This design comes from an exercise in tuning for small area on the open sky130 flow, not from production work.
At most, simulation tests tie the RTL to the original design; equivalence was not proved.
Power figures rest on the tool's default switching activity, not on a simulated workload.

Design C10LP_TOP, start of the top module:
module C10LP_TOP
(
	input SYS_CLK50M,
	input USER_PB0,
	input GPIO1,
	output ARDUINO_IO12,
	output ARDUINO_IO13
);
For scale: about 660 cells after synthesis, ~330 flip-flops, ~5 I/O pins.
clock: 20.0 ns
lec_check: 0
cap_margin: 20
core_margin: 2
core_utilization: 40
cts_buf_list: sky130_fd_sc_hd__clkbuf_16
cts_cluster_diameter: 80
cts_cluster_size: 30
slew_margin: 20
run.sh (not shown) runs the stock make flow with config.mk's settings and CLKGATE_MAP_FILE= SYNTH_SCRIPT=/design/flow/synth_recipe.tcl, a recipe that flattens the netlist after the stock synthesis.
Next try:
--- a/flow/config.mk
+++ b/flow/config.mk
@@ -9,6 +9,7 @@
 export CORE_MARGIN = 2
-export CORE_UTILIZATION = 40
+export CORE_UTILIZATION = 60
 export CTS_BUF_LIST = sky130_fd_sc_hd__clkbuf_16
-export CTS_CLUSTER_DIAMETER = 80
-export CTS_CLUSTER_SIZE = 30
+export CTS_CLUSTER_DIAMETER = 60
+export CTS_CLUSTER_SIZE = 34
+export PLACE_DENSITY = 0.9
 export SLEW_MARGIN = 20
Result: The changed run passed the timing, design-rule and antenna checks; global-route usage grows by 6.4 points; final area is lower slightly; first-iteration DRC count went up by well over a third.
Next try:
--- a/flow/config.mk
+++ b/flow/config.mk
@@ -9,7 +9,6 @@
 export CORE_MARGIN = 2
-export CORE_UTILIZATION = 60
+export CORE_UTILIZATION = 40
 export CTS_BUF_LIST = sky130_fd_sc_hd__clkbuf_16
-export CTS_CLUSTER_DIAMETER = 60
-export CTS_CLUSTER_SIZE = 34
-export PLACE_DENSITY = 0.9
+export CTS_CLUSTER_DIAMETER = 100
+export CTS_CLUSTER_SIZE = 36
 export SLEW_MARGIN = 20
Result: Cell area stays flat. Critical path depth is unchanged. Cell count rises by 10%. Hold slack loses 11 ps. First-iteration DRC count falls by 31%. Setup slack gains 11 ps. Global-route usage falls by 6.5 points. Die area rises by 48%. Core utilization falls by 22 points. Wire length falls by 9.8%.
Next try:
--- a/flow/config.mk
+++ b/flow/config.mk
@@ -9,6 +9,7 @@
 export CORE_MARGIN = 2
-export CORE_UTILIZATION = 40
+export CORE_UTILIZATION = 60
 export CTS_BUF_LIST = sky130_fd_sc_hd__clkbuf_16
-export CTS_CLUSTER_DIAMETER = 100
-export CTS_CLUSTER_SIZE = 36
+export CTS_CLUSTER_DIAMETER = 80
+export CTS_CLUSTER_SIZE = 30
+export PLACE_DENSITY = 0.75
 export SLEW_MARGIN = 20
After rerunning:
- clock skew decreases by 17 ps
- critical path depth does not change
- wire length goes up by 1.2%
Next try:
--- a/flow/config.mk
+++ b/flow/config.mk
@@ -9,7 +9,6 @@
 export CORE_MARGIN = 2
-export CORE_UTILIZATION = 60
-export CTS_BUF_LIST = sky130_fd_sc_hd__clkbuf_16
-export CTS_CLUSTER_DIAMETER = 80
-export CTS_CLUSTER_SIZE = 30
-export PLACE_DENSITY = 0.75
+export CORE_UTILIZATION = 40
+export CTS_BUF_LIST = sky130_fd_sc_hd__clkbuf_8
+export CTS_CLUSTER_DIAMETER = 60
+export CTS_CLUSTER_SIZE = 16
 export SLEW_MARGIN = 20
The new run ran to the end with no violations.
Die area grows by about 50%.
Cell count grows by 13%.
Utilization shrinks by 22 points.
Cell area grows by about 1.2%.

========
C10LP_TOP, a different RTL version from the one above (not shown whole).
For scale: ~680 cells after synthesis, about 330 flip-flops, ~5 I/O pins.
// C10LP_TOP
module C10LP_TOP
(
	input SYS_CLK50M,
	input USER_PB0,
	input GPIO1,
	output ARDUINO_IO12,
	output ARDUINO_IO13
);
wire reset;
reg [4:0] phase;
always @(posedge SYS_CLK50M)
	phase <= phase + 5'd1;
wire rx_fire, rx_bit;
wire [3:0] rx_bits;
wire [3:0] wd;
wire ws_we, sk_we, ws_by, sk_by;
wire [1:0] by_led;
wire [1:0] ws_led, sk_led;
wire ws_win, sk_win, ws_led_end, sk_led_end;
wire [5:0] ws_taps;
wire [7:0] sk_taps;
debouncer db
(
	.noisy(USER_PB0),
	.clock(SYS_CLK50M),
	.debounced(reset)
);
UART_RX uart_rx_i
(
	.clockIN(SYS_CLK50M),
	.RxResetIN(reset),
	.rxIN(GPIO1),
	.rxFireOUT(rx_fire),
	.rxBitOUT(rx_bit),
	.rxBitsOUT(rx_bits)
);
LedDataSelector lds
(
	.clock(SYS_CLK50M),
	.reset(reset),
	.phase(phase),
	.UART_RxFire(rx_fire),
	.UART_RxBit(rx_bit),
	.UART_RxBits(rx_bits),
	.ws_led(ws_led),
	.ws_win(ws_win),
	.ws_led_end(ws_led_end),
	.sk_led(sk_led),
	.sk_win(sk_win),
	.sk_led_end(sk_led_end),
	.wd(wd),
	.ws_we(ws_we),
	.sk_we(sk_we),
	.ws_by(ws_by),
	.sk_by(sk_by),
	.by_led(by_led)
);
genvar c;
generate
for (c = 0; c < 3; c = c + 1) begin : g_ws
	RAM_2P ram (.clock(SYS_CLK50M), .we(ws_we), .wd(wd[c]), .tap0(ws_taps[2*c]), .tap2(ws_taps[2*c+1]));
end
for (c = 0; c < 4; c = c + 1) begin : g_sk
	RAM_2P ram (.clock(SYS_CLK50M), .we(sk_we), .wd(wd[c]), .tap0(sk_taps[2*c]), .tap2(sk_taps[2*c+1]));
end
endgenerate
WS2812 ws
(
	.clock(SYS_CLK50M),
	.reset(reset),
	.phase(phase),
	.taps(ws_taps),
	.wd(wd[2:0]),
	.by(ws_by),
	.by_led(by_led),
	.led(ws_led),
	.win(ws_win),
	.led_end(ws_led_end),
	.ws_data(ARDUINO_IO12)
);
SK6812RGBW sk
(
	.clock(SYS_CLK50M),
	.reset(reset),
	.phase(phase),
	.taps(sk_taps),
	.wd(wd),
	.by(sk_by),
	.by_led(by_led),
	.led(sk_led),
	.win(sk_win),
	.led_end(sk_led_end),
	.ws_data(ARDUINO_IO13)
);
  ...
clock: 20.0 ns
lec_check: 0
cap_margin: 20
core_margin: 2
core_utilization: 40
cts_buf_list: sky130_fd_sc_hd__clkbuf_16
cts_cluster_diameter: 80
cts_cluster_size: 30
slew_margin: 20
The starting point passed the timing, design-rule and antenna checks.
Change:
Settings changed: CTS_BUF_LIST sky130_fd_sc_hd__clkbuf_16 to sky130_fd_sc_hd__clkbuf_8, CTS_CLUSTER_SIZE 30 to 20.
What happened:
- The new run ran to the end with no violations
- fmax came out lower slightly
- count of clock-buffer cells in the layout came out higher by 6
- power came out lower by a few percent
- design area came out lower slightly
- via count stays flat
- clock skew came out higher by 3.9 ps
- utilization came out lower by 0.49 points
Change:
Settings changed: CTS_CLUSTER_DIAMETER 80 to 60, CTS_CLUSTER_SIZE 20 to 16.
=> Sequential share of layout area falls by 0.79 points; fmax is about the same; worst hold slack gains 19 ps; worst setup slack stays flat; count of clock-buffer cells in the layout rises by 6; clock power rises by about a fifth; global-route usage rises by 0.15 points.
Function was not checked in any run of this note: the RTL went through the layout flow alone.

========
Another version of the RTL of C10LP_TOP (not shown whole).
For scale: ~340 flip-flops, ~5 I/O pins.
Design C10LP_TOP, start of the top module:
module C10LP_TOP
(
	input SYS_CLK50M,
	input USER_PB0,
	input GPIO1,
	output ARDUINO_IO12,
	output ARDUINO_IO13
);
export LEC_CHECK = 0
export CAP_MARGIN = 20
export CORE_MARGIN = 2
export CORE_UTILIZATION = 40
export CTS_BUF_LIST = sky130_fd_sc_hd__clkbuf_4
export CTS_CLUSTER_SIZE = 30
export SLEW_MARGIN = 20
create_clock -name core_clock -period 20.0 [get_ports {SYS_CLK50M}]
The first run completed without violations.
Next try:
- CTS_BUF_LIST: sky130_fd_sc_hd__clkbuf_4 -> sky130_fd_sc_hd__clkbuf_2
- CTS_CLUSTER_SIZE: 30 -> 20
The changed run went through all stages and came out clean.
Clock power goes down by 13%.
Flip-flop and latch count stays the same.
Worst setup slack loses 0.15 ns.
Non-clock buffer count is unchanged.
Area after synthesis does not change.
No functional check of the RTL was part of any run of this note.

========
C10LP_TOP, a different RTL version from the one above (not shown whole).
Size: about 680 cells after synthesis, roughly 330 flip-flops, about 5 I/O pins, roughly 0.0092 mm^2 of cells after synthesis.
Settings: LEC_CHECK=0, CAP_MARGIN=20, CORE_MARGIN=2, CORE_UTILIZATION=40, CTS_BUF_LIST=sky130_fd_sc_hd__clkbuf_8, CTS_CLUSTER_DIAMETER=60, CTS_CLUSTER_SIZE=16, SLEW_MARGIN=20; clock period 20.0 ns.
The first run passed the timing, design-rule and antenna checks.
Change:
Settings changed: CTS_BUF_LIST sky130_fd_sc_hd__clkbuf_8 to sky130_fd_sc_hd__clkbuf_16, CTS_CLUSTER_DIAMETER 60 to 80, CTS_CLUSTER_SIZE 16 to 30.
Result: First-iteration DRC count falls by a quarter to a third; utilization shrinks by 0.11 points; synthesized area does not change; final cell count shrinks slightly; design area hardly moves; non-clock buffer count does not change; routed wire length shrinks slightly; register-to-register slack barely changes; count of clock-buffer cells in the layout decreases by 13; via count fell slightly.

-- what the ideal ports hide --
How much do the figures lean on ideal ports? The routed layouts below were timed once more, with nothing changed but the port constraints. Step 1: set_driving_cell puts a clkbuf_16 on SYS_CLK50M and a buf_2 on each other input, an assumption about the parent block. Step 2 times the ports against the registers' clock, not the clock port: input delays grow and output delays shrink by t, the midpoint of the rising clock arrivals with the driver on. a / b / c = no drivers / after step 1 / after step 2; a / b = the first two.
run	t (ns)	setup WS [ns]	clock arrival spread, ns	cell pins on the clock port's net
the first run of note 1	0.523	14.614 / 14.571 / 15.006	0.031 / 0.032	1
the second run of note 1	0.519	14.602 / 14.563 / 15.034	0.015 / 0.016	1
the third run of note 1	0.521	14.613 / 14.570 / 14.983	0.031 / 0.032	1
the fourth run of note 1	0.516	14.633 / 14.591 / 14.985	0.015 / 0.015	1
the fifth run of note 1	0.568	14.566 / 14.529 / 15.006	0.036 / 0.036	1
the first run of note 2	0.534	13.180 / 13.137 / 13.671	0.033 / 0.033	1
the second run of note 2	0.574	13.115 / 13.076 / 13.649	0.036 / 0.037	1
the third run of note 2	0.581	13.113 / 13.073 / 13.654	0.035 / 0.034	1
the first run of note 3	0.657	14.524 / 14.489 / 15.085	0.033 / 0.033	1
the second run of note 3	0.806	14.377 / 14.342 / 15.093	0.040 / 0.040	1
the first run of note 4	0.579	13.264 / 13.225 / 13.804	0.036 / 0.036	1
the second run of note 4	0.530	13.297 / 13.253 / 13.783	0.019 / 0.019	1
After both steps setup and hold are still met in every run listed.
